From an optimization exercise on the open Yosys and OpenROAD flow, aimed at small area and a short achievable clock period; shortcuts taken in it are not production practice.
Where RTL was checked, it was by simulation tests only, not by an equivalence proof against the original.
For runs 2, 3 and 5, only the layout was checked, not whether the RTL still works.
The clock port is modelled as an ideal driver, which makes a skipped or thinned clock tree look cheaper than it is; a real chip needs a root buffer or a tree.
No activity file was given, so power comes from the tool's default toggle rates.

<file path="design/flow/config.mk">
export PLATFORM = sky130hd
export DESIGN_NAME = fifo_sync
export DESIGN_NICKNAME = fifo_sync
export VERILOG_FILES = /design/flow/design.v
export SDC_FILE = /design/flow/constraint.sdc
export NUM_CORES = 4
export LEC_CHECK = 0
export CAP_MARGIN = 20
export CORE_MARGIN = 2
export CORE_UTILIZATION = 40
export SLEW_MARGIN = 50
</file>
<file path="design/flow/constraint.sdc">
create_clock -name core_clock -period 4.3 [get_ports {clk}]
set_input_delay 0.8600 -clock core_clock [delete_from_list [all_inputs] [get_ports {clk}]]
set_output_delay 0.8600 -clock core_clock [all_outputs]
set_load 0.01 [all_outputs]
</file>
<file path="design/flow/design.v">
module fifo_sync #(
    parameter int WIDTH = 32,
    parameter int DEPTH = 16    
)(
    input  logic                 clk,
    input  logic                 rst_n,
    input  logic                 wr_en,
    input  logic [WIDTH-1:0]     wr_data,
    output logic                 full,
    input  logic                 rd_en,
    output logic [WIDTH-1:0]     rd_data,
    output logic                 empty,
    output logic [$clog2(DEPTH+1)-1:0] level
);
    localparam int PTR_W  = $clog2(DEPTH);
    localparam int MDEPTH = DEPTH - 1;         
    logic [WIDTH-1:0] mem [0:MDEPTH-1];
    logic [WIDTH-1:0] head;
    logic [PTR_W-1:0]            wr_ptr;       
    logic [MDEPTH-1:0]           rd_sel;       
    logic [$clog2(DEPTH+1)-1:0]  count;
    logic                        full_r;       
    logic                        nonempty_r;   
    logic                        le1_r;        
    logic push, pop;
    assign push = wr_en && !full_r;
    assign pop  = rd_en && nonempty_r;
    logic mem_push, mem_pop;
    assign mem_push = push && nonempty_r && !(le1_r && rd_en);
    assign mem_pop  = pop && !le1_r;
    always_ff @(posedge clk) begin
        for (int i = 0; i < MDEPTH; i++)
            if (push && wr_ptr == PTR_W'(i)) mem[i] <= wr_data;
    end
    logic             keep;
    logic [WIDTH-1:0] head_d;
    assign keep = !rd_en && nonempty_r;
    always_comb begin
        head_d = (head & {WIDTH{keep}}) | (wr_data & {WIDTH{!keep && le1_r}});
        for (int i = 0; i < MDEPTH; i++)
            head_d = head_d | (mem[i] & {WIDTH{!keep && !le1_r && rd_sel[i]}});
    end
    always_ff @(posedge clk) begin
        head <= head_d;
    end
    always_ff @(posedge clk or negedge rst_n) begin
        if (!rst_n) begin
            wr_ptr     <= '0;
            rd_sel     <= MDEPTH'(1);
            count      <= '0;
            full_r     <= 1'b0;
            nonempty_r <= 1'b0;
            le1_r      <= 1'b1;
        end else begin
            if (mem_push) wr_ptr <= (wr_ptr == PTR_W'(MDEPTH-1)) ? '0 : wr_ptr + 1'b1;
            if (mem_pop)  rd_sel <= {rd_sel[MDEPTH-2:0], rd_sel[MDEPTH-1]};
            if (push && !pop) begin
                count      <= count + 1'b1;
                full_r     <= (count == DEPTH-1);
                nonempty_r <= 1'b1;
                le1_r      <= !nonempty_r;
            end else if (pop && !push) begin
                count      <= count - 1'b1;
                full_r     <= 1'b0;
                nonempty_r <= (count != 1);
                le1_r      <= (count <= 2);
            end
        end
    end
    assign rd_data = head;
    assign full    = count[PTR_W];
    assign empty   = !nonempty_r;
    assign level   = count;
endmodule
</file>
<file path="design/flow/flow/run.sh">
#!/bin/bash
# Standard ORFS layout with faster port buffers and sizing free to change
# cell footprints; the tools' output goes to standard.log and the ORFS logs.
set -e
bash standard.sh MATCH_CELL_FOOTPRINT=0 \
  "BUFFER_PORTS_ARGS=-buffer_cell sky130_fd_sc_hd__buf_2" \
  SETUP_SLACK_MARGIN=2.35 CTS_CLUSTER_SIZE=30 CTS_CLUSTER_DIAMETER=150 finish > standard.log 2>&1
</file>
<file path="design/flow/standard.sh">
#!/bin/bash
# synth_recipe.tcl (not shown) runs the flow's synth.tcl, then flattens the netlist and writes it again
# the make line also repeats each setting of config.mk as NAME=value (left out here)
make -C /OpenROAD-flow-scripts/flow DESIGN_CONFIG=/design/flow/config.mk WORK_HOME=/design/flow/orfs CLKGATE_MAP_FILE= SYNTH_SCRIPT=/design/flow/synth_recipe.tcl "${@:-finish}"
</file>
==> results of run 1 <==
## synthesized netlist by cell type (2+ instances only)
| cell | count |
|---|---|
| edfxtp_1 | 480 |
| a221oi_1 | 89 |
| a22o_1 | 60 |
| a21oi_1 | 58 |
| a222oi_1 | 55 |
| clkbuf_1 | 39 |
| buf_2 | 35 |
| o21ai_0 | 35 |
| inv_1 | 33 |
| and3_1 | 32 |
| dfxtp_1 | 32 |
| dfrtp_1 | 25 |
| a22oi_1 | 23 |
| nor2_1 | 16 |
| mux2_4 | 10 |
| nand2_1 | 9 |
| buf_6 | 8 |
| nand3_1 | 7 |
| ha_1 | 6 |
| mux2_2 | 5 |
| nand3b_1 | 5 |
| nand4_1 | 5 |
| nor3_1 | 5 |
| nand2b_1 | 3 |
| nor3b_1 | 3 |
| xor2_1 | 3 |
| buf_4 | 2 |
| dfstp_2 | 2 |
| nor2b_1 | 2 |
| o22ai_1 | 2 |
| o2bb2ai_1 | 2 |
| xnor2_1 | 2 |
## where the power goes
part	switching [uW]	leakage, uW	internal, uW
logic	828	0.00180	404
registers	239	0.00494	6260
clock network	1470	0.000278	944
## logic make-up after synthesis
logic type / count (synthesis) / share of synthesized area, %
xor gates and xnor gates: 5 / 0.222
adders and majority gates: 6 / 0.380
buffers and inverters: 119 / 2.91
DFF: 539 / 79.7
muxes: 16 / 1.10
AOI/OAI and AO/OA: 330 / 13.1
and+or+nand+nor: 92 / 2.60
## area by class of cell
type                       instances  area, um^2
multi-input combinational        450        3640
fill                            4283       26800
tap                              664         831
clock buffer                      37         586
inverter                          33         124
timing repair buffer             138        1030
sequential                       539       15800
## worst reg2reg max path, cell delays in order (launching register included)
cell and delay (ns):
dfrtp_2 0.56, nand2b_1 0.39, nor2_4 0.19, buf_6 0.39
## stage by stage
step / area, um^2 / power (uW) / utilization [%] / worst slack (ns)
final: 22000 / 10100 / 45.0 / 2.30
after global routing: 22000 / 10500 / 45.0 / 2.25
after CTS: 21900 / 10200 / 44.8 / 2.27
after detailed placement: 21000 / 7710 / 43.0 / 1.10
after global placement: 21000 / 7670 / 42.9 / 1.14
after floorplan: 19900 / 7170 / - / 1.65
## final timing paths
kind                       slack [ns]             startpoint               endpoint
setup / recovery                 2.30   count[4]$_DFFE_PN0P_               level[4]
hold / removal                   0.20                  rst_n   count[1]$_DFFE_PN0P_
setup reg to reg                 2.40  wr_ptr[0]$_DFFE_PN0P_   mem[6][27]$_DFFE_PP_
hold reg to reg                  0.47       head[18]$_DFF_P_       head[18]$_DFF_P_
max in group asynchronous        3.77                  rst_n  rd_sel[3]$_DFFE_PN0P_
min in group core_clock          0.47       head[18]$_DFF_P_       head[18]$_DFF_P_
## metal layers
| metal | routed length [um] | vias to the layer above |
|---|---|---|
| li1 | - | 4732 |
| met1 | 20400 | 5596 |
| met2 | 24700 | 323 |
| met3 | 2760 | 43 |
| met4 | 896 | 0 |
| met5 | 0 | - |
## registers in the layout, summed over array words and instances (netlist names)
name / count
full_r: 1
mem: 480
nonempty_r: 1
count: 5
wr_ptr: 4
head: 32
le1_r: 1
rd_sel: 15
## repair_timing
action                                  CTS  global route
endpoints found under the setup margin  546            51
setup buffers                            19             5
pin swaps                                 8             1
cloned                                    0             1
resized for setup                        36            25
hold endpoints to repair                  0             0
## cells in the final DEF, fill, tap and decap left out, types with 6 or more instances in the layout
cell type  count
and3_1        32
clkbuf_16     21
dfxtp_1        9
a221oi_2       6
nand2_1        9
a22o_1        60
mux2_4        10
ha_1           6
o21ai_0       35
a222oi_1      55
dfrtp_1       13
dfrtp_2        8
edfxtp_1     480
buf_6         13
nor2_4        11
buf_4         50
inv_1         32
clkbuf_1      16
dfxtp_2       23
a221oi_1      84
buf_2         67
a21oi_1       57
nand3_1        6
a22oi_1       23
==> Flow_metrics.wiki, run 1 <==
{| class="wikitable"
! Metric !! Value
|-
| DIE AREA || 0.0511 mm^2
|-
| M3 GR Usage || 2.03%
|-
| Global routing usage summed across all routing layers || 18.6%
|-
| DRC || 0
|-
| Class of the most critical hold timing path || in -> async
|-
| Final setup TNS || 0 ns
|-
| Worst endpoint required time || 3.44 ns
|-
| Area added between synthesis and finish || 11.5%
|-
| Source-to-sink clock delay at the later pin of the worst-skew pair || 0.56 ns
|-
| Most frequently used flop master after synthesis || edfxtp_1
|-
| Crit end category || primary output
|-
| Power Dens Cells || 461 mW/mm^2
|-
| Number of standard-cell rows in the floorplan || 81
|-
| Hold buffers post-CTS || 0
|-
| Bufs on Longest Clock Path || 3
|-
| Die Height || 226 um
|-
| Most area-consuming cells after synthesis || edfxtp_1 73%, a221oi_1 3.9%, dfxtp_1 3.2%
|-
| Final worst clock skew || 0.0155 ns
|-
| Minimum hold slack || 0.204 ns
|-
| Number of cells after detailed placement || 1799
|-
| Cell with the largest stage delay on the worst path || dfrtp_2
|-
| Max-cap viol count || 0
|-
| Number of distinct library cell variants in the gate-level netlist after synthesis || 46
|-
| Category of cells accounting for the largest share of critical-path delay || flip-flops
|-
| Gpl congestion || 0.757
|-
| Worst ir drop on vdd || 0.240 mV
|-
| Cell Area, Synth || 0.0197 mm^2
|-
| Worst Setup Path Type || reg -> out
|-
| Total gr overflow || 0
|-
| Share of final-layout standard cells stronger than drive strength 1 || 20.4%
|-
| Max Freq || 499 MHz
|-
| Net count of the mapped netlist || 1149
|-
| Synth area leader || edfxtp_1
|-
| Arrival time of data at the critical path endpoint || 1.14 ns
|-
| ANT cells || 0
|-
| Max transition margin || 29.6%
|-
| Aggregate routed wire length || 48800 um
|-
| CTS clk-pin slew, worst paths || 0.12 ns
|-
| CP Cell Sequence || buf_6
|-
| Buffering stage count on the worst path with inverters included || 1
|-
| Initial DRC count || 1419
|-
| Syn avg cell area || 17.8 um^2
|-
| Number of synthesized flops with an enable pin || 480
|-
| Worst path depth || 1
|-
| Number of max-slew violations in the final report || 0
|-
| Post-synth top area share || 73.0%
|-
| CP max FO || 3
|-
| Number of nets in the final layout || 1225
|-
| Clock tree from TritonCTS || yes
|-
| Vias in the first global route || 10600
|-
| Met1 routing resource usage after global routing || 25.4%
|-
| Met2 usage || 32.4%
|-
| Result of the run || complete, no violations
|-
| Hold Fails Final Rpt || 0
|-
| Via count of the routed design || 10700
|-
| Total clock buffers created by CTS || 21
|-
| Most Used Layer, Global Route || met2
|-
| Final Non-Filler Cells || 1861
|-
| Number of flip-flops and latches in the synthesized netlist || 539
|-
| Cell depth of the worst flop-to-flop path || 3
|-
| IO Port Bufs || 74
|-
| Proportion of register bits with asynchronous set or reset after synthesis || 5.01%
|-
| Via-to-Cell Ratio || 5.75
|-
| Number of instances in the synthesized netlist || 1107
|-
| Transition time of the tightest slew-check pin || 1.06 ns
|-
| Leakage power || 0.00701 uW
|-
| Final setup violation count || 0
|-
| Wire length of the first global-routing pass || 70000 um
|-
| Syn. warnings || 2
|-
| Fraction of the yosys area taken by sequential cells || 79.7%
|-
| Maximum number of pins on one net before global-route repair || 36
|-
| Startpoint Class || flip-flop
|-
| Number of clock sinks seen by CTS || 539
|-
| Number of antenna violations at the first check in global routing || 0
|-
| HPWL reported at the end of detailed placement || 27500 um
|-
| Antenna-violating nets left || 0
|-
| Pre-Repair DR Iteration Count || 8
|-
| Biggest cell delay along the critical path || 0.46 ns
|-
| Time the worst path needs with I/O delays and setup || 2.00 ns
|-
| H-Tree Level Count || 1
|-
| Starting Density || 40.4%
|-
| Routed wirelength normalized by instance count || 26.2 um
|-
| Standard cell core area || 0.0488 mm^2
|-
| Post-route fraction of the period consumed by the critical path || 46.6%
|-
| Number of primary I/O pins || 75
|-
| Root buf cell || clkbuf_16
|-
| Die X-Extent || 226 um
|-
| Unrepaired setup endpoints after global routing || true
|}
==> run 2, diff against run 1 <==
--- a/design/flow/design.v
+++ b/design/flow/design.v
@@ -69,5 +69,5 @@
     end
     assign rd_data = head;
-    assign full    = count[PTR_W];
+    assign full    = full_r;
     assign empty   = !nonempty_r;
     assign level   = count;
==> design/flow/flow/run.sh (replaced) <==
#!/bin/bash
# Standard ORFS layout with faster port buffers, sizing free to change cell
# footprints, larger clock-sink clusters. The tools' output goes to standard.log
# and the ORFS logs.
set -e
bash standard.sh MATCH_CELL_FOOTPRINT=0 \
  "BUFFER_PORTS_ARGS=-buffer_cell sky130_fd_sc_hd__buf_2" \
  "CTS_ARGS=-sink_clustering_enable -repair_clock_nets -sink_clustering_size 30 -sink_clustering_max_diameter 150 -dont_use_dummy_load" \
  SETUP_SLACK_MARGIN=2.35 finish > standard.log 2>&1
==> run 2 against run 1 <==
Compared with the run above: critical path depth grew 1; synthesized cell count is essentially flat; final area increased by 1.4%; core utilization is 0.62 points higher; sequential share of layout area is 0.97 points lower; first-iteration DRC count down 9.9%; area after synthesis about the same; clock skew grew 0.0058 ns; global-route usage up 0.42 points; highest routed layer is now met5.
==> Flow_metrics.wiki, run 2 <==
{| class="wikitable"
! Metric !! Value
|-
| Global routing usage summed across all routing layers || 19.0% (+0.42 points)
|-
| CTS clk-pin slew, worst paths || 0.12 ns (about the same)
|-
| Post-route fraction of the period consumed by the critical path || 46.8% (+0.19 points)
|-
| Share of synthesized area spent on multiplexers || 1.10% (about the same)
|-
| Worst setup startpoint || nonempty_r$_DFFE_PN0P_
|-
| Number of nets in the final layout || 1241 (+1.3%)
|-
| Total gr overflow || 0 (unchanged)
|-
| Number of synthesized flops with an enable pin || 480 (unchanged)
|-
| Cell Area, Synth || 0.0197 mm^2 (about the same)
|-
| Number of standard-cell rows in the floorplan || 81 (unchanged)
|-
| Time the worst path needs with I/O delays and setup || 2.01 ns (+0.00803 ns)
|-
| Via count of the routed design || 10900 (+2.4%)
|-
| Crit end category || primary output
|-
| Switch Pwr || 2560 uW (+0.96%)
|-
| H-Tree Level Count || 1 (unchanged)
|-
| Arrival time of data at the critical path endpoint || 1.15 ns (about the same)
|-
| Largest registers || mem: 480 flops, head: 32 flops, rd_sel: 15 flops
|-
| Unrepaired setup endpoints after global routing || true
|-
| Synth area leader || edfxtp_1
|-
| Number of instances in the synthesized netlist || 1106 (-0.090%)
|-
| Number of primary I/O pins || 75 (unchanged)
|-
| Pre-Repair DR Iteration Count || 5 (-3)
|-
| Internal cell power || 7650 uW (+0.49%)
|-
| Switching share of power || 25.1% (+0.088 points)
|-
| Max Freq || 497 MHz (-0.40%)
|-
| Wire length of the first global-routing pass || 71000 um (+1.4%)
|-
| Result of the run || complete, no violations
|-
| Power Dens Cells || 458 mW/mm^2 (-0.76%)
|-
| Proportion of register bits with asynchronous set or reset after synthesis || 5.01% (unchanged)
|-
| Startpoint Class || flip-flop
|-
| Number of cells after detailed placement || 1799 (unchanged)
|-
| Aggregate routed wire length || 50100 um (+2.7%)
|-
| Hold Fails Final Rpt || 0 (unchanged)
|-
| Final setup violation count || 0 (unchanged)
|-
| ANT cells || 0 (unchanged)
|-
| Die Height || 226 um (about the same)
|-
| Top reg by flops || mem
|-
| Max transition margin || 30.5% (+0.85 points)
|-
| Cell with the largest stage delay on the worst path || dfrtp_2
|-
| Number of max-slew violations in the final report || 0 (unchanged)
|-
| CP max FO || 2 (-1)
|-
| Leading cell type by number of instances after synthesis || edfxtp_1
|-
| HPWL reported at the end of detailed placement || 28600 um (+3.9%)
|-
| Combinational family with the most area after synthesis || compound AO/OA/AOI/OAI gates
|-
| Flip-flop count of the largest register after layout || 480 (unchanged)
|-
| Syn avg cell area || 17.8 um^2 (about the same)
|-
| Class of the most critical hold timing path || in -> async
|-
| Root buf cell || clkbuf_16
|-
| Most area-consuming cells after synthesis || edfxtp_1 73%, a221oi_1 4.0%, dfxtp_1 3.2%
|-
| Source-to-sink clock delay at the later pin of the worst-skew pair || 0.56 ns (about the same)
|-
| Initial DRC count || 1279 (-9.9%)
|-
| Synthesized-area fraction occupied by xor and xnor cells || 0.222% (about the same)
|-
| Vias in the first global route || 10600 (+0.84%)
|-
| Biggest cell delay along the critical path || 0.43 ns (-0.03 ns)
|-
| Worst Setup Path Type || reg -> out
|-
| Most frequent cells after synthesis || 480 x edfxtp_1, 89 x a221oi_1, 60 x a22o_1, 58 x a21oi_1, 55 x a222oi_1
|-
| Simple-gate share of the synthesized area || 2.60% (about the same)
|-
| Worst ir drop on vdd || 0.326 mV (+36%)
|-
| Share of power burned in combinational logic || 13.5% (+1.4 points)
|-
| Most frequently used flop master after synthesis || edfxtp_1
|-
| Number of flip-flops and latches in the synthesized netlist || 539 (unchanged)
|-
| Met2 usage || 33.0% (+0.64 points)
|-
| Hold buffers post-CTS || 0 (unchanged)
|-
| Number of clock sinks seen by CTS || 539 (unchanged)
|-
| Worst endpoint required time || 3.44 ns (about the same)
|-
| Clock network fraction of total power || 23.0% (-0.8 points)
|-
| Total clock buffers created by CTS || 21 (unchanged)
|-
| CP Cell Sequence || inv_2 -> buf_6
|-
| Maximum number of pins on one net before global-route repair || 45 (+25%)
|-
| Transition time of the tightest slew-check pin || 1.04 ns (-0.0128 ns)
|-
| Most common cell after layout, fill and taps aside || edfxtp_1
|-
| Final setup TNS || 0 ns (unchanged)
|-
| Bufs on Longest Clock Path || 3 (unchanged)
|-
| Area added between synthesis and finish || 13.0%
|-
| Die X-Extent || 226 um (about the same)
|-
| IO Port Bufs || 74 (unchanged)
|-
| Reg power frac || 63.5% (-0.6 points)
|-
| Share of final-layout standard cells stronger than drive strength 1 || 21.6% (+1.2 points)
|-
| Via-to-Cell Ratio || 5.88 (+2.4%)
|-
| Clock tree from TritonCTS || yes
|-
| Final worst clock skew || 0.0214 ns (+0.00582 ns)
|-
| Fraction of the yosys area taken by sequential cells || 79.7% (about the same)
|-
| Number of antenna violations at the first check in global routing || 2 (+2)
|-
| Gpl congestion || 0.764 (+0.98%)
|-
| Fraction of the mapped netlist area in compound gates || 13.1% (about the same)
|-
| Max-cap viol count || 0 (unchanged)
|-
| Leakage power || 0.00712 uW (+1.5%)
|-
| Post-synth top area share || 73.0% (about the same)
|-
| Net count of the mapped netlist || 1148 (-0.087%)
|-
| Number of distinct library cell variants in the gate-level netlist after synthesis || 46 (unchanged)
|-
| Top library cells by usage in the layout, fill and taps aside || 480 x edfxtp_1, 88 x a221oi_1, 65 x buf_2
|-
| DIE AREA || 0.0511 mm^2 (about the same)
|-
| Syn. warnings || 2 (unchanged)
|-
| Most Used Layer, Global Route || met2
|-
| Standard cell core area || 0.0488 mm^2 (unchanged)
|-
| Final Non-Filler Cells || 1861 (unchanged)
|-
| Starting Density || 40.4% (about the same)
|-
| Arithmetic-cell share of the synthesized area counting full adders, half adders and majority gates || 0.380% (about the same)
|-
| M3 GR Usage || 2.42% (+0.39 points)
|-
| DRC || 0 (unchanged)
|-
| Start of the worst register-to-register path || full_r$_DFFE_PN0P_
|-
| Routed wirelength normalized by instance count || 26.9 um (+2.7%)
|-
| Met1 routing resource usage after global routing || 25.8% (+0.39 points)
|-
| Antenna-violating nets left || 0 (unchanged)
|}
==> run 2: cell types whose count changed in the layout (fill, tap and decap cells not counted), sizes merged <==
cell,before,now
buf,138,152
clkbuf,37,23
==> run 2: layer usage <==
metal | vias to the layer above | share of wire [%]
met2 | 399 | 51
li1 | 4747 | -
met5 | - | 0.062
met4 | 4 | 1.9
met3 | 55 | 6.1
met1 | 5741 | 41
==> run 2: power by group through the flow <==
stage	logic, uW	clock network, uW	registers, uW
after CTS	1240	2390	6490
after floorplan	606	0	6550
after detailed placement	1100	0	6620
final	1380	2340	6490
after global routing	1490	2560	6540
after global placement	1070	0	6610
==> run 2: repair_timing <==
action	4_1_cts	5_1_grt
resized for setup	42	55
pin swaps	9	7
setup endpoints to repair	536	387
setup buffers	24	13
gates cloned	0	4
==> run 2: area by class of cell <==
class / count / area, um^2
inverters: 33 / 124
multi-input cells: 450 / 3630
well taps: 664 / 831
fillers: 4212 / 26500
flip-flops and latches: 539 / 15800
clock buffers: 21 / 526
repair buffers: 154 / 1400
==> run 2: cells by family (layout without fill, tap and decap cells) <==
family | after synthesis | count (layout)
flip-flops | 539 | 539
AO/OA/AOI/OAI | 330 | 330
buffers and inverters | 118 | 208
AND/OR/NAND/NOR | 92 | 93
multiplexers | 16 | 16
adder cells (fa/ha/maj) | 6 | 6
XOR/XNOR | 5 | 5
==> run 2: metrics by stage <==
step	power (uW)	hold WS [ns]	setup slack [ns]	utilization [%]	cell area, um^2
2_1_floorplan	7160	0.507	1.65	-	19900
3_3_place_gp	7670	0.453	0.939	43.0	21000
3_5_place_dp	7720	0.456	1.01	43.1	21100
4_1_cts	10100	0.323	2.26	44.9	21900
5_1_grt	10600	0.201	2.25	45.7	22300
6_report	10200	0.200	2.29	45.7	22300
==> run 2: worst paths after layout <==
kind | cells after the start | to | slack, ns
worst min register to register | 2 | head[12]$_DFF_P_ | 0.47
max in group asynchronous | 1 | rd_sel[0]$_DFFE_PN1P_ | 3.76
worst min-delay path | 1 | count[2]$_DFFE_PN0P_ | 0.20
worst max register to register | 6 | mem[8][27]$_DFFE_PP_ | 2.36
min in group core_clock | 2 | head[12]$_DFF_P_ | 0.47
worst max-delay path | 2 | empty | 2.29
==> run 2: critical path: cells and delay by family, from the launching register on <==
kind / cells / cell delay, ns
flops: 1 / 0.43
buf+inv: 2 / 0.16
==> run 3, diff against run 2 <==
==> design/flow/flow/run.sh (replaced) <==
#!/bin/bash
# Standard ORFS layout with faster port buffers, sizing free to change cell
# footprints, larger clock-sink clusters and the clock tree's middle level
# bypassed (flow/flatten_cts.tcl). The tools' output goes to standard.log
# and the ORFS logs.
set -e
bash standard.sh MATCH_CELL_FOOTPRINT=0 \
  "BUFFER_PORTS_ARGS=-buffer_cell sky130_fd_sc_hd__buf_2" \
  "CTS_ARGS=-sink_clustering_enable -repair_clock_nets -sink_clustering_size 30 -sink_clustering_max_diameter 150 -dont_use_dummy_load" \
  "POST_CTS_TCL=$(pwd)/flow/flatten_cts.tcl" SETUP_SLACK_MARGIN=2.35 finish > standard.log 2>&1
==> design/flow/flow/flatten_cts.tcl (new file) <==
# Bypass the clock tree's middle level: buffers fed by the root buffer whose
# loads are all clock buffers are removed, and their loads are driven by the
# root buffer's net directly. The clock port still feeds only the root buffer.
set block [ord::get_db_block]
set clk_net [$block findNet clk]
set roots {}
foreach it [$clk_net getITerms] { lappend roots [$it getInst] }
set removed 0
foreach root $roots {
  set rnet [[$root findITerm X] getNet]
  if {$rnet eq "NULL"} continue
  foreach it [$rnet getITerms] {
    set b [$it getInst]
    if {$b eq $root || ![string match "*clkbuf*" [[$b getMaster] getName]]} continue
    set onet [[$b findITerm X] getNet]
    set ok 1
    foreach lt [$onet getITerms] {
      if {[$lt getInst] eq $b} continue
      if {![string match "*clkbuf*" [[[$lt getInst] getMaster] getName]]} { set ok 0 }
    }
    if {!$ok} continue
    foreach lt [$onet getITerms] {
      if {[$lt getInst] eq $b} continue
      $lt disconnect
      $lt connect $rnet
    }
    puts "flatten_cts: bypassed [$b getName]"
    odb::dbInst_destroy $b
    odb::dbNet_destroy $onet
    incr removed
  }
}
puts "flatten_cts: removed $removed buffers"
estimate_parasitics -placement
report_clock_latency
==> run 3 against run 2 <==
Compared with the run above: critical endpoint unchanged; register-to-register slack worse by 0.04 ns; clock power down 4%; sequential power about the same; first-iteration DRC count increased by 1.5%; final area barely moved; combinational power barely moved; fmax up 0.22%; synthesized cell count did not move; worst hold slack better by 0.0027 ns; area after synthesis unchanged; worst setup slack better by 0.0044 ns.
==> Flow_metrics.wiki, run 3 <==
{| class="wikitable"
! Metric !! Value
|-
| DRC || 0 (unchanged)
|-
| Most frequently used flop master after synthesis || edfxtp_1
|-
| HPWL reported at the end of detailed placement || 28600 um (unchanged)
|-
| Max-cap viol count || 0 (unchanged)
|-
| Worst setup startpoint || nonempty_r$_DFFE_PN0P_
|-
| Number of clock sinks seen by CTS || 539 (unchanged)
|-
| Worst Setup Path Type || reg -> out
|-
| Setup crit end || empty
|-
| Number of antenna violations at the first check in global routing || 2 (unchanged)
|-
| Class of the most critical hold timing path || in -> async
|-
| Routed wirelength normalized by instance count || 27.1 um (+0.54%)
|-
| Number of synthesized flops with an enable pin || 480 (unchanged)
|-
| Starting Density || 40.4% (unchanged)
|-
| Sequential cell area || 0.0158 mm^2 (about the same)
|-
| Minimum hold slack || 0.203 ns (+0.00273 ns)
|-
| CP max FO || 2 (unchanged)
|-
| CTS clk-pin slew, worst paths || 0.12 ns (about the same)
|-
| Arrival time of data at the critical path endpoint || 1.15 ns (about the same)
|-
| Number of primary I/O pins || 75 (unchanged)
|-
| Syn. warnings || 2 (unchanged)
|-
| Wire length of the first global-routing pass || 71100 um (+0.18%)
|-
| Share of final-layout standard cells stronger than drive strength 1 || 22.2% (+0.63 points)
|-
| Most frequent cells after synthesis || 480 x edfxtp_1, 89 x a221oi_1, 60 x a22o_1, 58 x a21oi_1, 55 x a222oi_1
|-
| Proportion of register bits with asynchronous set or reset after synthesis || 5.01% (unchanged)
|-
| Pre-Repair DR Iteration Count || 6 (+1)
|-
| Number of flip-flops and latches in the synthesized netlist || 539 (unchanged)
|-
| Via-to-Cell Ratio || 5.89 (about the same)
|-
| Worst ir drop on vdd || 0.321 mV (-1.5%)
|-
| CP Cell Sequence || inv_2 -> buf_6
|-
| Vias in the first global route || 10600 (-0.25%)
|-
| Cell Area, Synth || 0.0197 mm^2 (unchanged)
|-
| Flip-flop count of the largest register after layout || 480 (unchanged)
|-
| Post-synth top area share || 73.0% (unchanged)
|-
| Die X-Extent || 226 um (unchanged)
|-
| Synth area leader || edfxtp_1
|-
| Crit end category || primary output
|-
| Unrepaired setup endpoints after global routing || true
|-
| Max Freq || 498 MHz (+0.22%)
|-
| Top library cells by usage in the layout, fill and taps aside || 480 x edfxtp_1, 88 x a221oi_1, 67 x buf_2
|-
| Fraction of the yosys area taken by sequential cells || 79.7% (unchanged)
|-
| Time the worst path needs with I/O delays and setup || 2.01 ns (-0.00435 ns)
|-
| Maximum number of pins on one net before global-route repair || 45 (unchanged)
|-
| Global routing usage summed across all routing layers || 19.5% (+0.54 points)
|-
| Transition time of the tightest slew-check pin || 1.08 ns (+0.0418 ns)
|-
| Multi-input logic area || 0.00363 mm^2 (unchanged)
|-
| Post-route fraction of the period consumed by the critical path || 46.7% (-0.10 points)
|-
| Aggregate routed wire length || 50400 um (+0.65%)
|-
| IO Port Bufs || 74 (unchanged)
|-
| Area added between synthesis and finish || 13.0% (about the same)
|-
| Slack of the worst reg-to-reg path || 2.32 ns (-0.04 ns)
|-
| Die Height || 226 um (unchanged)
|-
| Final setup violation count || 0 (unchanged)
|-
| Leakage power || 0.00712 uW (about the same)
|-
| Result of the run || complete, no violations
|-
| Power Dens Cells || 453 mW/mm^2 (-0.95%)
|-
| Standard cell core area || 0.0488 mm^2 (unchanged)
|-
| Source-to-sink clock delay at the later pin of the worst-skew pair || 0.56 ns (about the same)
|-
| Final setup TNS || 0 ns (unchanged)
|-
| Antenna-violating nets left || 0 (unchanged)
|-
| Leading cell type by number of instances after synthesis || edfxtp_1
|-
| Gpl congestion || 0.764 (unchanged)
|-
| Count of filler cells inserted in the layout || 4228 (+0.38%)
|-
| Net count of the mapped netlist || 1148 (unchanged)
|-
| Worst flop-to-flop path endpoint || mem[2][6]$_DFFE_PP_
|-
| ANT cells || 0 (unchanged)
|-
| Max transition margin || 27.7% (-2.8 points)
|-
| Final Total Pwr || 10100 uW (-0.99%)
|-
| Number of max-slew violations in the final report || 0 (unchanged)
|-
| Total gr overflow || 0 (unchanged)
|-
| Start of the worst register-to-register path || full_r$_DFFE_PN0P_
|-
| Category of cells accounting for the largest share of critical-path delay || flip-flops
|-
| Largest registers || mem: 480 flops, head: 32 flops, rd_sel: 15 flops
|-
| Initial DRC count || 1298 (+1.5%)
|-
| Biggest cell delay along the critical path || 0.43 ns (about the same)
|-
| Top reg by flops || mem
|-
| Cell with the largest stage delay on the worst path || dfrtp_2
|-
| Worst endpoint required time || 3.44 ns (about the same)
|-
| Startpoint Class || flip-flop
|-
| Number of distinct library cell variants in the gate-level netlist after synthesis || 46 (unchanged)
|-
| Number of instances in the synthesized netlist || 1106 (unchanged)
|-
| Number of nets in the final layout || 1243 (+0.16%)
|-
| Buffering stage count on the worst path with inverters included || 2 (unchanged)
|-
| Number of standard-cell rows in the floorplan || 81 (unchanged)
|-
| Most area-consuming cells after synthesis || edfxtp_1 73%, a221oi_1 4.0%, dfxtp_1 3.2%
|-
| Cell depth of the worst flop-to-flop path || 7 (+1)
|-
| Hold Fails Final Rpt || 0 (unchanged)
|-
| Syn avg cell area || 17.8 um^2 (unchanged)
|-
| Most common cell after layout, fill and taps aside || edfxtp_1
|-
| Via count of the routed design || 11000 (+0.20%)
|-
| DIE AREA || 0.0511 mm^2 (unchanged)
|-
| Worst path depth || 2 (unchanged)
|-
| Final worst clock skew || 0.0192 ns (-0.00211 ns)
|}
## run 3: cell counts after synthesis
No cell type changed its count.
## run 3: how the worst min path moves through the flow
stage	cells after the start	start	to	slack [ns]
6_report	1	rst_n	count[2]$_DFFE_PN0P_	0.20
5_1_grt	1	rst_n	count[2]$_DFFE_PN0P_	0.21
3_5_place_dp	2	head[8]$_DFF_P_	head[8]$_DFF_P_	0.46
3_3_place_gp	2	head[12]$_DFF_P_	head[12]$_DFF_P_	0.45
2_1_floorplan	2	mem[8][14]$_DFFE_PP_	head[14]$_DFF_P_	0.51
## run 3: cells by family (layout without fill, tap and decap cells)
group | count (synthesis) | in the layout | share of synthesized area [%]
multiplexers | 16 | 16 | 1.10
flip-flops | 539 | 539 | 79.7
XOR/XNOR | 5 | 5 | 0.222
AND/OR/NAND/NOR | 92 | 93 | 2.60
adder cells (fa/ha/maj) | 6 | 6 | 0.380
AO/OA/AOI/OAI | 330 | 330 | 13.1
buffers and inverters | 118 | 210 | 2.87
## run 3: worst register-to-register path, cell delays in order, from the launching register on
cell	delay, ns
dfrtp_1	0.41
buf_6	0.13
nor2b_4	0.24
nand3b_1	0.16
buf_6	0.16
buf_4	0.14
nor2_4	0.23
buf_6	0.22
## run 3: where the power goes
part	switching, uW	internal [uW]
clock	1440	791
combinational	875	506
sequential	230	6260
## run 3: stage by stage
stage	instances	area, um^2	utilization (%)	worst slack [ns]
2_1_floorplan	1106	19900	-	1.65
3_3_place_gp	1796	21000	43.0	0.939
6_report	1863	22300	45.6	2.29
3_5_place_dp	1799	21100	43.1	1.01
5_1_grt	1863	22300	45.6	2.24
## run 3: cell type report
| class | count | share of cell area, % |
|---|---|---|
| multi-input combinational | 450 | 16.3 |
| inverter | 33 | 0.556 |
| sequential | 539 | 70.9 |
| tap | 664 | 3.73 |
| timing repair buffer | 158 | 6.44 |
| clock buffer | 19 | 2.13 |
## run 3: routing by layer
layer / part of all wire (%) / global-route usage [%] / wire length, um / vias to the layer above
met2: 50 / 33.0 / 25300 / 450
li1: - / - / - / 4749
met1: 41 / 25.9 / 20800 / 5700
met4: 2.1 / 5.81 / 1030 / 4
met5: 0.065 / 0 / 33 / -
met3: 6.6 / 3.43 / 3330 / 65
==> run 4, diff against run 3 <==
--- a/design/flow/design.v
+++ b/design/flow/design.v
@@ -69,5 +69,5 @@
     end
     assign rd_data = head;
-    assign full    = full_r;
+    assign full    = count[PTR_W];
     assign empty   = !nonempty_r;
     assign level   = count;
==> design/flow/flow/run.sh (replaced) <==
#!/bin/bash
# Standard ORFS layout with faster port buffers, sizing free to change cell
# footprints, larger clock-sink clusters, and an area-recovery pass after
# global routing (flow/grt_downsize.tcl). The tools' output goes to
# standard.log and the ORFS logs.
set -e
bash standard.sh MATCH_CELL_FOOTPRINT=0 \
  "BUFFER_PORTS_ARGS=-buffer_cell sky130_fd_sc_hd__buf_2" \
  "CTS_ARGS=-sink_clustering_enable -repair_clock_nets -sink_clustering_size 30 -sink_clustering_max_diameter 150 -dont_use_dummy_load" \
  "POST_GLOBAL_ROUTE_TCL=$(pwd)/flow/grt_downsize.tcl" SETUP_SLACK_MARGIN=2.35 finish > standard.log 2>&1
==> design/flow/flow/downsize.tcl (new file) <==
# Area recovery: try each logic cell at a smaller drive strength of the same
# function, and keep the smaller cell only if the worst setup slack does not
# drop (clock-tree cells are left alone).
proc ds_ws {} { return [sta::worst_slack_cmd max] }
proc ds_viol {} {
  return [expr {[sta::max_slew_violation_count] + [sta::max_capacitance_violation_count]}]
}
set ds_target [expr {[ds_ws] - 0.002e-9}]
set ds_hold [expr {min(0.0, [sta::worst_slack_cmd min])}]
set ds_v0 [ds_viol]
set ds_saved 0.0
set ds_count 0
set ds_block [ord::get_db_block]
set ds_insts {}
foreach inst [$ds_block getInsts] {
  set m [[$inst getMaster] getName]
  if {![regexp {^(sky130_fd_sc_hd__[a-z0-9]+)_([0-9]+)$} $m -> base drv]} continue
  if {[string match "*clkbuf*" $base] || [string match "*clkinv*" $base] || [string match "*tap*" $base] || [string match "*fill*" $base] || [string match "*decap*" $base] || [string match "*conb*" $base]} continue
  set name [$inst getName]
  if {[string match "clkload*" $name]} continue
  if {$drv <= 1} continue
  lappend ds_insts [list $name $base $drv $m]
}
foreach e $ds_insts {
  lassign $e name base drv orig
  set cands {}
  foreach d {0 1 2 4 6 8 12} {
    if {$d >= $drv} break
    set lc [get_lib_cells -quiet */${base}_$d]
    if {[llength $lc]} { lappend cands $lc }
  }
  if {![llength $cands]} continue
  set oarea [get_property [get_lib_cells */$orig] area]
  foreach lc $cands {
    replace_cell [get_cells $name] $lc
    if {[ds_ws] >= $ds_target && [ds_viol] <= $ds_v0 && [sta::worst_slack_cmd min] >= $ds_hold} {
      set ds_saved [expr {$ds_saved + $oarea - [get_property $lc area]}]
      incr ds_count
      break
    }
    replace_cell [get_cells $name] [get_lib_cells */$orig]
  }
}
puts "downsize: violations [ds_viol] (before $ds_v0), worst hold slack [format %.3f [expr {[sta::worst_slack_cmd min]*1e9}]] ns"
puts "downsize: $ds_count cells smaller, [format %.1f $ds_saved] um2 saved, worst slack [format %.3f [expr {[ds_ws]*1e9}]] ns"
==> design/flow/flow/grt_downsize.tcl (new file) <==
# After global routing and its timing repair: recover area by downsizing
# cells off the critical path (flow/downsize.tcl), then reroute the changed
# nets and rewrite the route guides.
global_route -start_incremental
source [file join [file dirname [info script]] downsize.tcl]
global_route -end_incremental
estimate_parasitics -global_routing
write_guides $::env(RESULTS_DIR)/route.guide
removed: design/flow/flow/flatten_cts.tcl
==> run 4 against run 3 <==
Compared with the run above: the layout now fails its checks (capacitance limit, slew limit); global-route usage decreased by 0.97 points; worst setup slack got worse by 0.97 ns; sequential power about the same; total power decreased by 3.0%; clock skew increased by 0.0024 ns; count of clock-buffer cells in the layout increased by 2; largest cell class unchanged; highest routed layer is now met4.
==> Flow_metrics.wiki, run 4 <==
{| class="wikitable"
! Metric !! Value
|-
| Top library cells by usage in the layout, fill and taps aside || 480 x edfxtp_1, 108 x buf_1, 90 x a221oi_1
|-
| IO Port Bufs || 74 (unchanged)
|-
| Bufs on Longest Clock Path || 3
|-
| Leading cell type by number of instances after synthesis || edfxtp_1
|-
| Proportion of register bits with asynchronous set or reset after synthesis || 5.01% (unchanged)
|-
| H-Tree Level Count || 1
|-
| Max transition margin || -56.6% (-84 points)
|-
| Startpoint Class || flip-flop
|-
| Time the worst path needs with I/O delays and setup || 2.97 ns (+0.966 ns)
|-
| Syn avg cell area || 17.8 um^2 (about the same)
|-
| Standard cell core area || 0.0488 mm^2 (unchanged)
|-
| Final setup TNS || 0 ns (unchanged)
|-
| Cell with the largest stage delay on the worst path || buf_1
|-
| Number of nets in the final layout || 1225 (-1.4%)
|-
| ANT cells || 0 (unchanged)
|-
| Number of instances in the synthesized netlist || 1107 (+0.090%)
|-
| Share of power burned in combinational logic || 10.5% (-3.2 points)
|-
| Net count of the mapped netlist || 1149 (+0.087%)
|-
| Placement Setup Slack || 1.10 ns (+0.0876 ns)
|-
| Starting Density || 40.4% (about the same)
|-
| Class of the most critical hold timing path || in -> async
|-
| Number of flip-flops and latches in the synthesized netlist || 539 (unchanged)
|-
| Worst path setup slack after routing || 1.33 ns (-0.966 ns)
|-
| Routed wirelength normalized by instance count || 26.3 um (-2.8%)
|-
| Result of the run || failed layout checks
|-
| Switch Pwr || 2410 uW (-5.4%)
|-
| Initial DRC count || 1329 (+2.4%)
|-
| Number of distinct library cell variants in the gate-level netlist after synthesis || 46 (unchanged)
|-
| Start of the worst register-to-register path || rd_sel[8]$_DFFE_PN0P_
|-
| Hold Fails Final Rpt || 0 (unchanged)
|-
| Worst ir drop on vdd || 0.227 mV (-29%)
|-
| Most area-consuming cells after synthesis || edfxtp_1 73%, a221oi_1 3.9%, dfxtp_1 3.2%
|-
| Number of max-slew violations in the final report || 232 (+232)
|-
| Arrival time of data at the critical path endpoint || 3.45 ns (+2.30 ns)
|-
| Leakage power || 0.00653 uW (-8.3%)
|-
| Failed layout checks || capacitance limit, slew limit
|-
| Transition time of the tightest slew-check pin || 2.35 ns (+1.26 ns)
|-
| Number of clock sinks seen by CTS || 539 (unchanged)
|-
| Total clock buffers created by CTS || 21
|-
| Flip-flop count of the largest register after layout || 480 (unchanged)
|-
| Worst endpoint required time || 4.78 ns (+1.34 ns)
|-
| Largest registers || mem: 480 flops, head: 32 flops, rd_sel: 15 flops
|-
| Switching share of power || 24.6% (-0.62 points)
|-
| Number of primary I/O pins || 75 (unchanged)
|-
| Root buf cell || clkbuf_16
|-
| Cell Area, Synth || 0.0197 mm^2 (about the same)
|-
| Internal cell power || 7390 uW (-2.2%)
|-
| Wire length of the first global-routing pass || 69900 um (-1.7%)
|-
| CTS clk-pin slew, worst paths || 0.12 ns (about the same)
|-
| Vias in the first global route || 10600 (-0.40%)
|-
| Number of antenna violations at the first check in global routing || 1 (-1)
|-
| Synth area leader || edfxtp_1
|-
| Source-to-sink clock delay at the later pin of the worst-skew pair || 0.56 ns (about the same)
|-
| Worst setup startpoint || rd_sel[8]$_DFFE_PN0P_
|-
| Post-route fraction of the period consumed by the critical path || 69.1% (+22 points)
|-
| Total gr overflow || 0 (unchanged)
|-
| Number of standard-cell rows in the floorplan || 81 (unchanged)
|-
| Die Height || 226 um (about the same)
|-
| Via count of the routed design || 10700 (-2.6%)
|-
| Max Freq || 336 MHz (-32%)
|-
| Via-to-Cell Ratio || 5.79 (-1.7%)
|-
| CP Cell Sequence || buf_1 -> a222oi_1 -> and3_1 -> o21ai_0
|-
| Aggregate routed wire length || 48500 um (-3.7%)
|-
| Gpl congestion || 0.757 (-0.97%)
|-
| Hold buffers post-CTS || 0
|-
| DRC || 0 (unchanged)
|-
| Share of final-layout standard cells stronger than drive strength 1 || 4.83% (-17 points)
|-
| Power Dens Cells || 462 mW/mm^2 (+2.0%)
|-
| Fraction of the yosys area taken by sequential cells || 79.7% (about the same)
|-
| Most common cell after layout, fill and taps aside || edfxtp_1
|-
| # resized after CTS || 36
|-
| Pre-Repair DR Iteration Count || 8 (+2)
|-
| Clock network fraction of total power || 23.6% (+1.5 points)
|-
| Worst Setup Path Type || reg -> reg
|-
| Syn. warnings || 2 (unchanged)
|-
| Top reg by flops || mem
|-
| Final Total Pwr || 9800 uW (-3.0%)
|-
| Final setup violation count || 0 (unchanged)
|-
| Clock tree from TritonCTS || yes
|-
| Max-cap viol count || 7 (+7)
|-
| Biggest cell delay along the critical path || 1.66 ns (+1.23 ns)
|-
| Crit end category || flip-flop
|-
| Buffer count from post-CTS setup fixing || 19
|-
| Reg power frac || 65.9% (+1.7 points)
|-
| Post-synth top area share || 73.0% (about the same)
|-
| Most frequent cells after synthesis || 480 x edfxtp_1, 89 x a221oi_1, 60 x a22o_1, 58 x a21oi_1, 55 x a222oi_1
|-
| Antenna-violating nets left || 0 (unchanged)
|-
| Global routing usage summed across all routing layers || 18.6% (-0.97 points)
|-
| DIE AREA || 0.0511 mm^2 (about the same)
|-
| Most frequently used flop master after synthesis || edfxtp_1
|-
| CP max FO || 34 (+32)
|-
| Final worst clock skew || 0.0216 ns (+0.00238 ns)
|-
| Die X-Extent || 226 um (about the same)
|-
| Maximum number of pins on one net before global-route repair || 36 (-20%)
|-
| Minimum hold slack || 0.316 ns (+0.113 ns)
|-
| Area added between synthesis and finish || 7.39%
|-
| Number of synthesized flops with an enable pin || 480 (unchanged)
|-
| HPWL reported at the end of detailed placement || 27500 um (-3.7%)
|}
==> run 4: changes by cell type after synthesis, sizes merged <==
cell	change
buf	+1
==> run 4: path summary, 6_finish.rpt <==
| kind | slack (ns) | end | cells after the start |
|---|---|---|---|
| min | 0.32 | count[1]$_DFFE_PN0P_ | 1 |
| max | 1.33 | head[16]$_DFF_P_ | 4 |
| max in group asynchronous | 3.55 | rd_sel[4]$_DFFE_PN0P_ | 1 |
| min in group core_clock | 0.49 | head[17]$_DFF_P_ | 2 |
| min reg2reg | 0.49 | head[17]$_DFF_P_ | 2 |
| max reg2reg | 1.33 | head[16]$_DFF_P_ | 4 |
==> run 4: logic make-up (layout without fill, tap and decap cells) <==
family / Yosys count / count (layout) / synth area share [%]
compound gates: 330 / 330 / 13.1
xor+xnor: 5 / 5 / 0.222
fa+ha+maj: 6 / 6 / 0.380
buf+inv: 119 / 192 / 2.91
flops: 539 / 539 / 79.7
mux: 16 / 16 / 1.10
simple gates: 92 / 93 / 2.60
==> run 4: metal layers <==
metal / GRT usage, % / up-vias / part of all wire (%)
li1: - / 4711 / -
met1: 25.3 / 5547 / 42
met2: 32.4 / 377 / 50
met3: 1.93 / 45 / 6.3
met4: 3.93 / 0 / 2.1
met5: 0 / - / 0
==> run 4: cell type report <==
class	instances	area, um^2
Sequential cell	539	15700
Inverter	33	124
Timing Repair Buffer	138	579
Fill cell	4419	27700
Tap cell	664	831
Clock buffer	21	526
Multi-Input combinational cell	450	3400
==> run 4: critical path, delay by kind of cell (launching register included) <==
| kind | cells | cell delay [ns] |
|---|---|---|
| flip-flops | 1 | 0.34 |
| AND/OR/NAND/NOR | 1 | 0.35 |
| buffers and inverters | 1 | 1.66 |
| AO/OA/AOI/OAI | 2 | 0.52 |
==> run 4: power by group through the flow <==
| stage | sequential, uW | clock (uW) | combinational (uW) |
|---|---|---|---|
| finish | 6460 | 2310 | 1030 |
| CTS | 6500 | 2360 | 1210 |
| detailed placement | 6640 | 0 | 1080 |
| global placement | 6620 | 0 | 1050 |
| floorplan | 6550 | 0 | 614 |
==> run 4: metrics by stage <==
stage,instance area (um^2),utilization [%],cells
finish,21200,43.4,1845
CTS,21800,44.6,1839
detailed placement,21000,43.0,1799
global placement,21000,42.9,1798
floorplan,19900,-,1107
==> run 5, diff against run 4 <==
--- a/design/flow/design.v
+++ b/design/flow/design.v
@@ -69,5 +69,5 @@
     end
     assign rd_data = head;
-    assign full    = count[PTR_W];
+    assign full    = full_r;
     assign empty   = !nonempty_r;
     assign level   = count;
==> run 5 against run 4 <==
Compared with the run above: still fails the layout checks on capacitance limit, slew limit; final cell count up 0.87%; core utilization up 0.31 points; flip-flop and latch count unchanged; critical path depth up 1; sequential share of layout area down 0.53 points; global-route usage up 0.44 points; wire length up 3.3%; non-clock buffer count up 16; die area about the same; via count up 2.3%; worst setup slack worse by 0.14 ns; first-iteration DRC count down 1.3%; largest power group unchanged.
==> Flow_metrics.wiki, run 5 <==
{| class="wikitable"
! Metric !! Value
|-
| Result of the run || failed layout checks
|-
| Failed layout checks || capacitance limit, slew limit
|-
| DIE AREA || 0.0511 mm^2 (about the same)
|-
| Number of antenna violations at the first check in global routing || 2 (+1)
|-
| Met1 routing resource usage after global routing || 25.8% (+0.47 points)
|-
| Time the worst path needs with I/O delays and setup || 3.11 ns (+0.141 ns)
|-
| Count of filler cells inserted in the layout || 4402 (-0.38%)
|-
| Worst path setup slack after routing || 1.19 ns (-0.141 ns)
|-
| Leading cell type by number of instances after synthesis || edfxtp_1
|-
| Most common cell after layout, fill and taps aside || edfxtp_1
|-
| Total gr overflow || 0 (unchanged)
|-
| Post-synth top area share || 73.0% (about the same)
|-
| Cell Area, Synth || 0.0197 mm^2 (about the same)
|-
| ANT cells || 0 (unchanged)
|-
| Initial DRC count || 1312 (-1.3%)
|-
| Number of primary I/O pins || 75 (unchanged)
|-
| Syn. warnings || 2 (unchanged)
|-
| Crit end category || flip-flop
|-
| Number of max-slew violations in the final report || 104 (-55%)
|-
| Post-route fraction of the period consumed by the critical path || 72.4% (+3.3 points)
|-
| Net count of the mapped netlist || 1148 (-0.087%)
|-
| Worst Setup Path Type || reg -> reg
|-
| Number of flip-flops and latches in the synthesized netlist || 539 (unchanged)
|-
| Met2 usage || 33.0% (+0.67 points)
|-
| Worst ir drop on vdd || 0.324 mV (+42%)
|-
| Largest registers || mem: 480 flops, head: 32 flops, rd_sel: 15 flops
|-
| CP max FO || 23 (-32%)
|-
| Start of the worst register-to-register path || rd_sel[1]$_DFFE_PN0P_
|-
| Aggregate routed wire length || 50200 um (+3.3%)
|-
| Max-cap viol count || 4 (-3)
|-
| Global routing usage summed across all routing layers || 19.0% (+0.44 points)
|-
| Proportion of register bits with asynchronous set or reset after synthesis || 5.01% (unchanged)
|-
| Final setup TNS || 0 ns (unchanged)
|-
| Number of synthesized flops with an enable pin || 480 (unchanged)
|-
| Flip-flop count of the largest register after layout || 480 (unchanged)
|-
| Worst setup startpoint || rd_sel[1]$_DFFE_PN0P_
|-
| Via-to-Cell Ratio || 5.87 (+1.4%)
|-
| Number of distinct library cell variants in the gate-level netlist after synthesis || 46 (unchanged)
|-
| Most area-consuming cells after synthesis || edfxtp_1 73%, a221oi_1 4.0%, dfxtp_1 3.2%
|-
| Die Height || 226 um (about the same)
|-
| Share of final-layout standard cells stronger than drive strength 1 || 5.68% (+0.85 points)
|-
| Worst endpoint required time || 4.78 ns (about the same)
|-
| HPWL reported at the end of detailed placement || 28600 um (+3.9%)
|-
| Gpl congestion || 0.764 (+0.98%)
|-
| Standard cell core area || 0.0488 mm^2 (unchanged)
|-
| Total clock buffers created by CTS || 21 (unchanged)
|-
| Root buf cell || clkbuf_16
|-
| Utilization after layout || 43.7% (+0.31 points)
|-
| Most frequent cells after synthesis || 480 x edfxtp_1, 89 x a221oi_1, 60 x a22o_1, 58 x a21oi_1, 55 x a222oi_1
|-
| Hold buffers post-CTS || 0 (unchanged)
|-
| Number of standard-cell rows in the floorplan || 81 (unchanged)
|-
| Bufs on Longest Clock Path || 3 (unchanged)
|-
| Placement Setup Slack || 1.01 ns (-0.0876 ns)
|-
| H-Tree Level Count || 1 (unchanged)
|-
| Maximum number of pins on one net before global-route repair || 45 (+25%)
|-
| Clock tree from TritonCTS || yes
|-
| Area added between synthesis and finish || 8.19%
|-
| Vias in the first global route || 10600 (+0.65%)
|-
| Hold Fails Final Rpt || 0 (unchanged)
|-
| DRC || 0 (unchanged)
|-
| Buffer count from post-CTS setup fixing || 24 (+5)
|-
| Source-to-sink clock delay at the later pin of the worst-skew pair || 0.56 ns (about the same)
|-
| Number of instances in the synthesized netlist || 1106 (-0.090%)
|-
| CTS clk-pin slew, worst paths || 0.12 ns (about the same)
|-
| Max Freq || 321 MHz (-4.5%)
|-
| Arrival time of data at the critical path endpoint || 3.59 ns (+0.14 ns)
|-
| Top reg by flops || mem
|-
| Routed wirelength normalized by instance count || 27.0 um (+2.5%)
|-
| M3 GR Usage || 2.42% (+0.49 points)
|-
| Pre-Repair DR Iteration Count || 7 (-1)
|-
| Starting Density || 40.4% (about the same)
|-
| Startpoint Class || flip-flop
|-
| Max transition margin || -29.5% (+27 points)
|-
| Leakage power || 0.00658 uW (+0.76%)
|-
| Number of clock sinks seen by CTS || 539 (unchanged)
|-
| IO Port Bufs || 74 (unchanged)
|-
| Via count of the routed design || 10900 (+2.3%)
|-
| Transition time of the tightest slew-check pin || 1.94 ns (-0.407 ns)
|-
| Most Used Layer, Global Route || met2
|-
| Antenna-violating nets left || 0 (unchanged)
|-
| Syn avg cell area || 17.8 um^2 (about the same)
|-
| Final setup violation count || 0 (unchanged)
|-
| Die X-Extent || 226 um (about the same)
|-
| Power Dens Cells || 464 mW/mm^2 (+0.33%)
|-
| Most frequently used flop master after synthesis || edfxtp_1
|-
| Top library cells by usage in the layout, fill and taps aside || 480 x edfxtp_1, 120 x buf_1, 90 x a221oi_1
|-
| Class of the most critical hold timing path || in -> async
|-
| Synth area leader || edfxtp_1
|-
| Fraction of the yosys area taken by sequential cells || 79.7% (about the same)
|-
| Number of nets in the final layout || 1241 (+1.3%)
|-
| Wire length of the first global-routing pass || 71000 um (+1.5%)
|-
| Final worst clock skew || 0.0208 ns (-0.000786 ns)
|-
| # resized after CTS || 42 (+17%)
|}
[run 5: changes by cell type in the layout (fill, tap and decap cells not counted), sizes merged]
cell	previous run	this run
clkbuf	21	23
buf	138	152
[run 5: final timing paths]
| check | to | slack, ns | depth (start not counted) |
|---|---|---|---|
| worst max-delay path | head[16]$_DFF_P_ | 1.19 | 5 |
| min in group core_clock | head[30]$_DFF_P_ | 0.48 | 2 |
| worst max register to register | head[16]$_DFF_P_ | 1.19 | 5 |
| max in group asynchronous | rd_sel[13]$_DFFE_PN0P_ | 3.49 | 1 |
| worst min-delay path | count[2]$_DFFE_PN0P_ | 0.32 | 1 |
| worst min register to register | head[30]$_DFF_P_ | 0.48 | 2 |
[run 5: metal layers]
metal / wire length (um) / vias to the layer above
li1: - / 4740
met1: 21100 / 5757
met2: 25200 / 382
met3: 3180 / 39
met4: 703 / 4
met5: 31 / -
[run 5: area by class of cell]
| class | count | area [um^2] | area share [%] |
|---|---|---|---|
| multi-input cells | 450 | 3430 | 16.0 |
| inverters | 33 | 124 | 0.580 |
| flip-flops and latches | 539 | 15700 | 73.7 |
| clock buffers | 21 | 526 | 2.46 |
| well taps | 664 | 831 | 3.89 |
| repair buffers | 154 | 708 | 3.32 |
[run 5: logic make-up after synthesis]
family | count (synthesis) | share of synthesized area [%]
AO/OA/AOI/OAI | 330 | 13.1
XOR/XNOR | 5 | 0.222
adder cells (fa/ha/maj) | 6 | 0.380
buffers and inverters | 118 | 2.87
flip-flops | 539 | 79.7
multiplexers | 16 | 1.10
AND/OR/NAND/NOR | 92 | 2.60
[run 5: power by group]
part / internal [uW] / switching [uW] / total, uW
sequential: 6250 / 209 / 6460
clock: 888 / 1460 / 2350
combinational: 291 / 810 / 1100
total: 7430 / 2480 / 9910
[run 5: through the flow]
stage | area [um^2] | instances | hold slack [ns] | total power (uW)
floorplan | 19900 | 1106 | 0.507 | 7160
global placement | 21000 | 1796 | 0.453 | 7670
detailed placement | 21100 | 1799 | 0.456 | 7720
CTS | 21900 | 1844 | 0.323 | 10100
finish | 21300 | 1861 | 0.320 | 9910
[run 5: worst max-delay path, stage by stage, from the launching register on]
cell,delay [ns]
dfrtp_1,0.82
buf_1,1.34
a222oi_1,0.34
a221oi_1,0.36
a21oi_1,0.07
o21ai_0,0.09
==> run 6, diff against run 5 <==
--- a/design/flow/design.v
+++ b/design/flow/design.v
@@ -69,5 +69,5 @@
     end
     assign rd_data = head;
-    assign full    = full_r;
+    assign full    = count[PTR_W];
     assign empty   = !nonempty_r;
     assign level   = count;
--- a/design/flow/flow/downsize.tcl
+++ b/design/flow/flow/downsize.tcl
@@ -2,5 +2,5 @@
 # function, and keep the smaller cell only if the worst setup slack does not
 # drop (clock-tree cells are left alone).
-proc ds_ws {} { return [sta::worst_slack_cmd max] }
+proc ds_ws {} { if {[info exists ::ds_est]} { eval estimate_parasitics $::ds_est }; return [sta::worst_slack_cmd max] }
 proc ds_viol {} {
   return [expr {[sta::max_slew_violation_count] + [sta::max_capacitance_violation_count]}]
==> design/flow/flow/grt_downsize.tcl (replaced) <==
# After global routing and its timing repair: recover area by downsizing
# cells off the critical path (flow/downsize.tcl, re-estimating the routed
# parasitics after each change), then reroute the changed nets and rewrite
# the route guides.
global_route -start_incremental
set ::ds_est -global_routing
source [file join [file dirname [info script]] downsize.tcl]
global_route -end_incremental
estimate_parasitics -global_routing
puts "downsize: after reroute, worst slack [format %.3f [expr {[sta::worst_slack_cmd max]*1e9}]] ns"
write_guides $::env(RESULTS_DIR)/route.guide
==> run 6 against run 5 <==
Compared with the run above: the run now finishes clean; sequential share of layout area about the same; synthesized cell count about the same; wire length decreased by 3.1%; largest power group unchanged.
==> Flow_metrics.wiki, run 6 <==
{| class="wikitable"
! Metric !! Value
|-
| Number of clock sinks seen by CTS || 539 (unchanged)
|-
| Die Height || 226 um (about the same)
|-
| Buffer count from post-CTS setup fixing || 19 (-21%)
|-
| Maximum number of pins on one net before global-route repair || 36 (-20%)
|-
| Max transition margin || 28.0% (+57 points)
|-
| Pre-Repair DR Iteration Count || 6 (-1)
|-
| Category of cells accounting for the largest share of critical-path delay || flip-flops
|-
| Max Freq || 497 MHz (+55%)
|-
| Most frequent cells after synthesis || 480 x edfxtp_1, 89 x a221oi_1, 60 x a22o_1, 58 x a21oi_1, 55 x a222oi_1
|-
| Biggest cell delay along the critical path || 0.43 ns (-0.91 ns)
|-
| H-Tree Level Count || 1 (unchanged)
|-
| Buffering stage count on the worst path with inverters included || 2 (+1)
|-
| Number of primary I/O pins || 75 (unchanged)
|-
| Time the worst path needs with I/O delays and setup || 2.01 ns (-1.10 ns)
|-
| Most area-consuming cells after synthesis || edfxtp_1 73%, a221oi_1 3.9%, dfxtp_1 3.2%
|-
| Most frequently used flop master after synthesis || edfxtp_1
|-
| Fraction of the yosys area taken by sequential cells || 79.7% (about the same)
|-
| Number of cells after detailed placement || 1799 (unchanged)
|-
| Syn avg cell area || 17.8 um^2 (about the same)
|-
| Gpl congestion || 0.757 (-0.97%)
|-
| Cell with the largest stage delay on the worst path || dfrtp_2
|-
| Number of instances in the synthesized netlist || 1107 (+0.090%)
|-
| Proportion of register bits with asynchronous set or reset after synthesis || 5.01% (unchanged)
|-
| Minimum hold slack || 0.312 ns (-0.00769 ns)
|-
| CTS clk-pin slew, worst paths || 0.12 ns (about the same)
|-
| Combinational family with the most area after synthesis || compound AO/OA/AOI/OAI gates
|-
| Aggregate routed wire length || 48600 um (-3.1%)
|-
| Source-to-sink clock delay at the later pin of the worst-skew pair || 0.56 ns (about the same)
|-
| Fraction of the mapped netlist area in compound gates || 13.1% (about the same)
|-
| Arithmetic-cell share of the synthesized area counting full adders, half adders and majority gates || 0.380% (about the same)
|-
| Slack of the worst reg-to-reg path || 2.31 ns (+1.12 ns)
|-
| Class of the most critical hold timing path || in -> async
|-
| Leakage power || 0.00663 uW (+0.85%)
|-
| Number of nets in the final layout || 1225 (-1.3%)
|-
| Max-cap viol count || 0 (-4)
|-
| Standard cell core area || 0.0488 mm^2 (unchanged)
|-
| Syn. warnings || 2 (unchanged)
|-
| Leading cell type by number of instances after synthesis || edfxtp_1
|-
| Initial DRC count || 1407 (+7.2%)
|-
| Share of final-layout standard cells stronger than drive strength 1 || 8.30% (+2.6 points)
|-
| Wire length of the first global-routing pass || 69900 um (-1.5%)
|-
| Starting Density || 40.4% (about the same)
|-
| Crit end category || primary output
|-
| Transition time of the tightest slew-check pin || 1.08 ns (-0.862 ns)
|-
| Final Total Pwr || 9840 uW (-0.63%)
|-
| # resized after CTS || 36 (-14%)
|-
| Number of distinct library cell variants in the gate-level netlist after synthesis || 46 (unchanged)
|-
| Post-route fraction of the period consumed by the critical path || 46.8% (-26 points)
|-
| ANT cells || 0 (unchanged)
|-
| HPWL reported at the end of detailed placement || 27500 um (-3.7%)
|-
| Power Dens Cells || 461 mW/mm^2 (-0.69%)
|-
| Post-synth top area share || 73.0% (about the same)
|-
| CP Cell Sequence || inv_2 -> buf_6
|-
| Via count of the routed design || 10700 (-1.9%)
|-
| Number of synthesized flops with an enable pin || 480 (unchanged)
|-
| Final worst clock skew || 0.0256 ns (+0.00473 ns)
|-
| Top library cells by usage in the layout, fill and taps aside || 480 x edfxtp_1, 89 x a221oi_1, 85 x buf_1
|-
| Number of flip-flops and latches in the synthesized netlist || 539 (unchanged)
|-
| Flip-flop count of the largest register after layout || 480 (unchanged)
|-
| Via-to-Cell Ratio || 5.81 (-1.1%)
|-
| Antenna-violating nets left || 0 (unchanged)
|-
| DRC || 0 (unchanged)
|-
| DIE AREA || 0.0511 mm^2 (about the same)
|-
| Synth area leader || edfxtp_1
|-
| Largest registers || mem: 480 flops, head: 32 flops, rd_sel: 15 flops
|-
| Synthesized-area fraction occupied by xor and xnor cells || 0.222% (about the same)
|-
| Total gr overflow || 0 (unchanged)
|-
| Most common cell after layout, fill and taps aside || edfxtp_1
|-
| Number of standard-cell rows in the floorplan || 81 (unchanged)
|-
| Net count of the mapped netlist || 1149 (+0.087%)
|-
| Number of antenna violations at the first check in global routing || 1 (-1)
|-
| Bufs on Longest Clock Path || 3 (unchanged)
|-
| Number of max-slew violations in the final report || 0 (-100%)
|-
| Final setup TNS || 0 ns (unchanged)
|-
| Final Non-Filler Cells || 1845 (-0.86%)
|-
| Area added between synthesis and finish || 8.22% (about the same)
|-
| Hold buffers post-CTS || 0 (unchanged)
|-
| CP max FO || 2 (-91%)
|-
| Routed wirelength normalized by instance count || 26.3 um (-2.3%)
|-
| Result of the run || complete, no violations
|-
| Arrival time of data at the critical path endpoint || 1.15 ns (-2.44 ns)
|-
| Worst ir drop on vdd || 0.227 mV (-30%)
|-
| Root buf cell || clkbuf_16
|-
| Final setup violation count || 0 (unchanged)
|-
| Worst Setup Path Type || reg -> out
|-
| Vias in the first global route || 10600 (-0.65%)
|-
| Hold Fails Final Rpt || 0 (unchanged)
|-
| Top reg by flops || mem
|-
| Worst path setup slack after routing || 2.29 ns (+1.10 ns)
|-
| Die X-Extent || 226 um (about the same)
|-
| IO Port Bufs || 74 (unchanged)
|-
| Clock tree from TritonCTS || yes
|-
| Worst endpoint required time || 3.44 ns (-1.34 ns)
|-
| Placement Setup Slack || 1.10 ns (+0.0876 ns)
|-
| Share of synthesized area spent on multiplexers || 1.10% (about the same)
|-
| Startpoint Class || flip-flop
|-
| Cell Area, Synth || 0.0197 mm^2 (about the same)
|-
| Total clock buffers created by CTS || 21 (unchanged)
|-
| Global routing usage summed across all routing layers || 18.6% (-0.44 points)
|-
| Simple-gate share of the synthesized area || 2.60% (about the same)
|}
[run 6: cell types whose count changed after synthesis, sizes merged]
| cell | delta |
|---|---|
| buf | +1 |
[run 6: worst paths after layout]
| path | startpoint | endpoint | cells after the start |
|---|---|---|---|
| setup / recovery | nonempty_r$_DFFE_PN0P_ | empty | 2 |
| hold / removal | rst_n | count[1]$_DFFE_PN0P_ | 1 |
| setup reg to reg | wr_ptr[3]$_DFFE_PN0P_ | mem[7][4]$_DFFE_PP_ | 4 |
| hold reg to reg | head[17]$_DFF_P_ | head[17]$_DFF_P_ | 2 |
| max in group asynchronous | rst_n | rd_sel[3]$_DFFE_PN0P_ | 1 |
| min in group core_clock | head[17]$_DFF_P_ | head[17]$_DFF_P_ | 2 |
[run 6: metal layers]
layer	GRT usage [%]	up-vias	part of all wire, %	wire length, um
met1	25.3	5588	42	20400
met4	3.93	0	1.8	880
met5	0	-	0	0
met3	1.93	39	6.1	2970
met2	32.4	374	50	24300
li1	-	4713	-	-
[run 6: final cells by class]
| cell class | count | area (um^2) |
|---|---|---|
| Sequential cell | 539 | 15700 |
| Timing Repair Buffer | 138 | 673 |
| Tap cell | 664 | 831 |
| Fill cell | 4386 | 27500 |
| Multi-Input combinational cell | 450 | 3460 |
| Clock buffer | 21 | 526 |
| Inverter | 33 | 124 |
[run 6: kinds of logic after synthesis]
family / after synthesis
mux: 16
simple gates: 92
buf+inv: 119
fa+ha+maj: 6
flops: 539
xor+xnor: 5
compound gates: 330
[run 6: stage by stage]
stage / cell area [um^2] / utilization [%]
after floorplan: 19900 / -
after detailed placement: 21000 / 43.0
final: 21400 / 43.7
after CTS: 21800 / 44.6
after global placement: 21000 / 42.9
[run 6: power breakdown]
part           total (uW)  leakage [uW]  switching, uW  internal [uW]
Sequential           6470       0.00494            218           6260
Combinational        1060       0.00144            789            269
Clock                2310      0.000259           1430            887
Total                9840       0.00663           2430           7410

==> afterwards: timing with drivers on the ports <==
The results above use ideal ports. As a check the final layouts listed here were re-extracted and re-timed, cells and wires unchanged. Step 1 sets driving cells, clkbuf_16 on the clock port and buf_2 on the other inputs (assumed; they add their load-dependent delay and slew). Step 2 adds t to the input delays and takes it off the output delays; t is the mean of the earliest and latest rising clock arrival at the registers after step 1. Input paths then give back, and output paths get back, about the clock's delay inside the block. a / b / c = ideal / step 1 / step 2; a / b = the first two.
run | shift t [ns] | setup WS [ns] | hold WS [ns] | latest minus earliest clock arrival (ns) | cell pins on the clock port's net
run 1 | 0.601 | 2.297 / 2.245 / 1.893 | 0.204 / 0.176 / 0.475 | 0.017 / 0.017 | 1
run 2 | 0.607 | 2.289 / 2.233 / 1.882 | 0.200 / 0.172 / 0.473 | 0.024 / 0.023 | 1
run 3 | 0.601 | 2.293 / 2.238 / 1.848 | 0.203 / 0.175 / 0.472 | 0.020 / 0.020 | 1
run 4 | 0.601 | 1.327 / 1.327 / 1.327 | 0.316 / 0.282 / 0.485 | 0.022 / 0.023 | 1
run 5 | 0.607 | 1.186 / 1.186 / 1.186 | 0.320 / 0.289 / 0.484 | 0.023 / 0.023 | 1
run 6 | 0.605 | 2.286 / 2.230 / 1.781 | 0.312 / 0.277 / 0.486 | 0.027 / 0.027 | 1
The setup slack of run 6, which loses most, moves by -0.056 ns with the drivers and by -0.505 ns with both steps.
